Source: an optimization exercise on an open RTL-to-GDS flow (aim: small area and a short achievable clock period). Production flows keep margins and buffers that such runs may drop. In this exercise RTL edits were held to simulation tests only and were not proved equivalent to the original. Power and IR drop assume default switching activity.

**flow/run.sh**
```bash
#!/bin/bash
# synth_recipe.tcl (not shown) runs the flow's synth.tcl, then flattens the netlist and writes it again
# the make line also repeats each setting of config.mk as NAME=value (left out here)
make -C /OpenROAD-flow-scripts/flow DESIGN_CONFIG=/design/flow/config.mk WORK_HOME=/design/flow/orfs CLKGATE_MAP_FILE= SYNTH_SCRIPT=/design/flow/synth_recipe.tcl finish
```
**flow/config.mk**
```make
export PLATFORM = sky130hd
export DESIGN_NAME = fifo
export DESIGN_NICKNAME = fifo
export VERILOG_FILES = /design/flow/design.v
export SDC_FILE = /design/flow/constraint.sdc
export NUM_CORES = 4
export LEC_CHECK = 0
export CAP_MARGIN = 20
export CORE_MARGIN = 2
export CORE_UTILIZATION = 65
export CTS_CLUSTER_DIAMETER = 90
export CTS_CLUSTER_SIZE = 28
export SETUP_SLACK_MARGIN = 2.4
export SLEW_MARGIN = 20
```
**flow/constraint.sdc**
```tcl
create_clock -name core_clock -period 4.5 [get_ports {clkIn}]
set_input_delay 0.9000 -clock core_clock [delete_from_list [all_inputs] [get_ports {clkIn}]]
set_output_delay 0.9000 -clock core_clock [all_outputs]
set_load 0.01 [all_outputs]
```
**flow/design.v**
```verilog
module dp_ram #(
    DATA_WIDTH = 32,
    ADDR_WIDTH = 32) (
    input  logic clkIn,
    input  logic wrEnIn,
    input  logic [ADDR_WIDTH-1:0] wrAddrIn,
    input  logic [DATA_WIDTH-1:0] wrDataIn,
    input  logic [ADDR_WIDTH-1:0] rdAddrIn,
    output logic [DATA_WIDTH-1:0] rdDataOut);
    localparam DEPTH = 1 << ADDR_WIDTH;
    logic [DEPTH-1:0][DATA_WIDTH-1:0] dataR;
    logic [DATA_WIDTH-1:0] rdDataR;
    always @(posedge clkIn) begin
        if (wrEnIn) begin
            dataR[wrAddrIn] <= wrDataIn;
        end
        rdDataR <= dataR[rdAddrIn];
    end
    assign rdDataOut = rdDataR;
endmodule
module fifo #(
    DATA_WIDTH = 32,
    DEPTH      = 32,
    SKID       = 0) (
    input  logic clkIn,
    input  logic rstIn,
    input  logic wrValidIn,
    output logic wrConsentOut,
    input  logic [DATA_WIDTH-1:0] wrDataIn,
    output logic rdValidOut,
    input  logic rdConsentIn,
    output logic [DATA_WIDTH-1:0] rdDataOut);
    localparam MDEPTH = DEPTH - 1;               
    localparam NLO = 4;                          
    localparam NHI = (MDEPTH + NLO - 1) / NLO;   
    localparam LASTLO = (MDEPTH - 1) % NLO;
    localparam LASTHI = (MDEPTH - 1) / NLO;
    localparam CW = $clog2(DEPTH + 1);
    logic [DATA_WIDTH-1:0] headR;
    logic [DATA_WIDTH-1:0] memR [0:MDEPTH-1];
    logic [NLO-1:0] wrLoR;
    logic [NHI-1:0] wrHiR;
    logic [NLO-1:0] rdLoR;
    logic [NHI-1:0] rdHiR;
    logic [CW-1:0] countR;
    logic rdValidR, wrConsentR, oneR;
    logic wr, rd, inc, dec, wrMem, rdMem, wrWrap, rdWrap, headLoad;
    logic is2, is31, is32;
    logic [CW-1:0] countInc, countDec;
    logic [DATA_WIDTH-1:0] memOut;
    assign wr  = wrValidIn & wrConsentR;
    assign rd  = rdConsentIn & rdValidR;
    assign inc = wr & ~rd;
    assign dec = rd & ~wr;
    assign wrMem = wr & rdValidR & ~(rdConsentIn & oneR);
    assign rdMem = rd & ~oneR;
    assign wrWrap = wrLoR[LASTLO] & wrHiR[LASTHI];
    assign rdWrap = rdLoR[LASTLO] & rdHiR[LASTHI];
    assign is2  = countR == CW'(2);
    assign is31 = countR == CW'(DEPTH - 1);
    assign is32 = countR == CW'(DEPTH);
    assign countInc = countR + 1'b1;
    assign countDec = countR - 1'b1;
    always_comb begin
        memOut = '0;
        for (int i = 0; i < MDEPTH; i++)
            memOut = memOut | (memR[i] & {DATA_WIDTH{rdLoR[i % NLO] & rdHiR[i / NLO]}});
    end
    always_ff @(posedge clkIn) begin
        if (rstIn) begin
            wrLoR      <= NLO'(1);
            wrHiR      <= NHI'(1);
            rdLoR      <= NLO'(1);
            rdHiR      <= NHI'(1);
            countR     <= '0;
            rdValidR   <= 1'b0;
            wrConsentR <= 1'b0;
            oneR       <= 1'b0;
        end else begin
            if (wrMem) begin
                if (wrWrap) begin
                    wrLoR <= NLO'(1);
                    wrHiR <= NHI'(1);
                end else begin
                    wrLoR <= {wrLoR[NLO-2:0], wrLoR[NLO-1]};
                    if (wrLoR[NLO-1])
                        wrHiR <= {wrHiR[NHI-2:0], wrHiR[NHI-1]};
                end
            end
            if (rdMem) begin
                if (rdWrap) begin
                    rdLoR <= NLO'(1);
                    rdHiR <= NHI'(1);
                end else begin
                    rdLoR <= {rdLoR[NLO-2:0], rdLoR[NLO-1]};
                    if (rdLoR[NLO-1])
                        rdHiR <= {rdHiR[NHI-2:0], rdHiR[NHI-1]};
                end
            end
            if (inc) begin
                countR     <= countInc;
                rdValidR   <= 1'b1;
                oneR       <= ~rdValidR;
                wrConsentR <= ~is31;
            end else if (dec) begin
                countR     <= countDec;
                rdValidR   <= ~oneR;
                oneR       <= is2;
                wrConsentR <= 1'b1;
            end else begin
                wrConsentR <= ~is32;
            end
        end
    end
    assign headLoad = ~rdValidR | (rdConsentIn & oneR);
    always_ff @(posedge clkIn) begin
        if (rstIn)
            headR <= '0;
        else if (headLoad)
            headR <= wrDataIn;
        else if (rdConsentIn)
            headR <= memOut;
    end
    for (genvar i = 0; i < MDEPTH; i++) begin : g_mem
        always_ff @(posedge clkIn) begin
            if (wrConsentR && wrLoR[i % NLO] && wrHiR[i / NLO])
                memR[i] <= wrDataIn;
        end
    end
    assign rdValidOut = rdValidR;
    assign wrConsentOut = wrConsentR;
    assign rdDataOut = headR;
endmodule
```
==> summary.txt <==
## through the flow
step	worst slack, ns	util	hold WS, ns
after floorplan	1.97	-	0.465
after global placement	1.11	0.682	0.479
after detailed placement	1.06	0.682	0.491
after CTS	2.28	0.721	0.487
after global routing	2.23	0.727	0.515
final	2.28	0.727	0.494
## registers in the layout (all words and copies together), names as in the netlist, 4 cells and up
name    count
countR      6
rdHiR       8
rdLoR       4
memR      992
wrHiR       8
headR      32
wrLoR       4
## critical path: cells and delay by family, from the launching register on
kind,cells,cell delay (ns)
simple gates,1,0.58
buf+inv,4,0.89
flops,1,0.38
## worst max-delay path by stage
| stage | to | slack, ns |
|---|---|---|
| 2_1_floorplan | countR[5] | 1.97 |
| 3_3_place_gp | countR[5] | 1.11 |
| 3_5_place_dp | countR[5] | 1.06 |
| 4_1_cts | wrConsentOut | 2.28 |
| 5_1_grt | countR[5] | 2.23 |
| 6_report | memR[25][30] | 2.28 |
## kinds of logic (layout without fill, tap and decap cells)
group / count (synthesis) / after routing / synth area share
flip-flops: 1057 / 1057 / 0.791
AO/OA/AOI/OAI: 766 / 766 / 0.145
AND/OR/NAND/NOR: 285 / 286 / 0.0370
buffers and inverters: 193 / 334 / 0.0228
adder cells (fa/ha/maj): 7 / 7 / 0.00242
XOR/XNOR: 4 / 4 / 0.000891
multiplexers: 3 / 3 / 0.000764
other: 0 / 3 / 0
## power by group through the flow
stage	logic [mW]	registers, mW	clock network [mW]
2_1_floorplan	0.624	11.2	0
3_3_place_gp	1.12	11.2	0
3_5_place_dp	1.15	11.2	0
4_1_cts	1.33	11.0	4.72
5_1_grt	1.51	11.0	5.02
6_report	1.46	11.0	4.74
## synthesized netlist by cell type (18+ instances only)
library cell / instances
a21oi_1: 122
a221oi_1: 22
a222oi_1: 47
a22o_1: 60
a22oi_1: 319
a31oi_1: 20
a32oi_1: 31
and3_1: 38
buf_1: 26
buf_2: 97
clkbuf_1: 44
dfxtp_1: 65
edfxtp_1: 992
nand2_1: 44
nand3_1: 53
nor2_1: 65
nor3_1: 18
nor4_1: 23
o22ai_1: 37
## layout make-up
| class | count | area, µm² | share of cell area |
|---|---|---|---|
| tap | 782 | 978 | 0.0224 |
| timing repair buffer | 240 | 2470 | 0.0566 |
| multi-input combinational | 1066 | 7660 | 0.176 |
| sequential | 1057 | 31200 | 0.715 |
| antenna | 3 | 7.51 | 0.000172 |
| clock inverter | 3 | 17.5 | 0.000401 |
| inverter | 17 | 103 | 0.00235 |
| clock buffer | 74 | 1200 | 0.0275 |
## per-layer routing
| layer | global-route usage | share of wire | vias to the layer above |
|---|---|---|---|
| met4 | 0.177 | 0.053 | 4 |
| li1 | - | - | 9870 |
| met3 | 0.0972 | 0.16 | 435 |
| met2 | 0.621 | 0.44 | 2506 |
| met5 | 0 | 0.00018 | - |
| met1 | 0.616 | 0.34 | 12900 |
## what timing repair did
| action | CTS | global route |
|---|---|---|
| pin swaps | 7 | 8 |
| endpoints found under the setup margin | 1064 | 79 |
| gates resized for setup | 270 | 45 |
| buffers inserted | 68 | 24 |
| endpoints found under the hold margin | 0 | 0 |
| gates cloned | 5 | 2 |
==> impl_metrics.json <==
{
  "status": "complete, no violations",
  "yosysTopAreaCell": "edfxtp_1",
  "dpl_cell_area_um2": 40900,
  "synth_cells": 2315,
  "power.density_nw_per_um2": 394,
  "viasPerCell": 7.93,
  "ys_seq_area_frac": 0.791,
  "cts_buffers": 43,
  "setup.worst_path.end_class": "flip-flop",
  "antenna_left": 0,
  "top_level_ports": 70,
  "vdd_drop_max_mv": 0.379,
  "synth-main-ff-cell": "edfxtp_1",
  "r2r_start": "wrConsentR",
  "critPathSlowestCell": "and3_4",
  "die-area_um2": 62500,
  "wirelength_mm": 133,
  "gp_congestion": 0.856,
  "fmax_mhz": 451,
  "synth-edff-count": 992,
  "layout_common_cells": "992 x edfxtp_1, 318 x a22oi_1, 121 x a21oi_1",
  "drc": 0,
  "final_cells": 3242,
  "overflow": 0,
  "seqPwrFrac": 0.639,
  "clk-insertion-delay-late_ns": 0.64,
  "criticalPathCategory": "flip-flop to flip-flop",
  "drt_iter0_markers": 4794,
  "fillerInstances": 3706,
  "synth_area_um2": 39300,
  "r2r_cells": 5,
  "hold_viol_final": 0,
  "ys_seq_elements": 1057,
  "vias": 25700,
  "min_from": "headR[25]",
  "synth.avg_cell_area_um2": 17.0,
  "drv_slew": 0,
  "place_inst": 3062,
  "nNetsFinal": 2468,
  "die_h_um": 250,
  "finalSetupTns_ns": 0,
  "critPathMaxStageDelay_ns": 0.58,
  "fp-row-count": 90,
  "clockBufferDepth": 3,
  "route.detailed.wl_per_inst_um": 41.1,
  "yosysUniqueCellTypes": 64,
  "p_leak_nw": 13.3,
  "maxCapViolations": 0,
  "cp-start-kind": "flip-flop",
  "required_ns": 4.80,
  "cts_tree": "yes",
  "path_max_fanout": 21,
  "power_mw": 17.2,
  "yosys.area.top_type_share": 0.758,
  "htree_levels": 2,
  "grt_start_max_net_pins": 66,
  "synth_area_leaders": "edfxtp_1 76%, a22oi_1 6.1%, dfxtp_1 3.3%, a21oi_1 1.6%, a22o_1 1.3%",
  "rrSetupSlack_ns": 2.28,
  "initial_core_util": 0.655,
  "rsz0062_at_grt": "yes",
  "clock_skew_ns": 0.0322,
  "io_buffer_count": 69,
  "core_region_area_um2": 60000,
  "firstDrtPassIters": 7,
  "postLayoutCellArea_um2": 43700,
  "whs_endpoint": "headR[25]",
  "setup-violations-final": 0,
  "power.switching_mw": 3.91,
  "grt_pass1_vias": 23800,
  "fp.dieW_um": 250,
  "grt_pass1_wl_mm": 182,
  "cpMostUsedCell": "buf_4",
  "whs_path_depth": 2,
  "period_minus_slack_ns": 2.22,
  "worstMarginPinSlew_ns": 1.15,
  "startpoint": "wrConsentR",
  "pwr-share-clk": 0.276,
  "cts.reportedPaths.clkPinSlew_ns": 0.11,
  "crit_arrival_ns": 2.52,
  "final_common_cell": "edfxtp_1",
  "area_growth_pct": 11.0,
  "clock-root-buffer": "clkbuf_16",
  "hp-class": "flip-flop to flip-flop",
  "p_int_mw": 13.3,
  "timing.rr.end": "memR[25][30]",
  "timing.final.crit_share": 0.492,
  "syn_nets": 2358,
  "combPwrFrac": 0.085,
  "path_cells": "buf_4, buf_4, bufbuf_16, and3_4, buf_4",
  "antenna_found_initial": 5,
  "max_slew_margin": 0.231,
  "hpwl_mm": 61.9,
  "drive_above_1_share": 0.153,
  "yosys_warnings": 2,
  "hold_buffers": 0,
  "grt_util_all_layers": 0.421,
  "netSwitchingFraction": 0.227,
  "cts_sinks": 1057,
  "async_flop_share": 0
}

## afterwards: timing with drivers on the ports
How much do the figures lean on ideal ports? The routed layout below was timed once more, with nothing changed but the port constraints. Step 1 sets driving cells, clkbuf_16 on the clock port and buf_2 on the other inputs (assumed; they add their load-dependent delay and slew). Step 2, shift: input delay + t, output delay - t, t = (earliest + latest rising clock arrival at the registers) / 2. This alone moves slack from input paths to output paths. a / b / c = no drivers / after step 1 / after step 2; a / b = the first two.
t (ns): 0.693
slack for setup (ns): 2.285 / 2.279 / 1.685
hold WS [ns]: 0.494 / 0.494 / 0.494
slew at the worst register clock pin (ns): 0.11 / 0.11
worst data-port slew with drivers (ns): 0.11
After both steps this run still meets setup and hold. For this run, drivers alone change the setup slack by -0.006 ns; drivers and shift together by -0.600 ns.
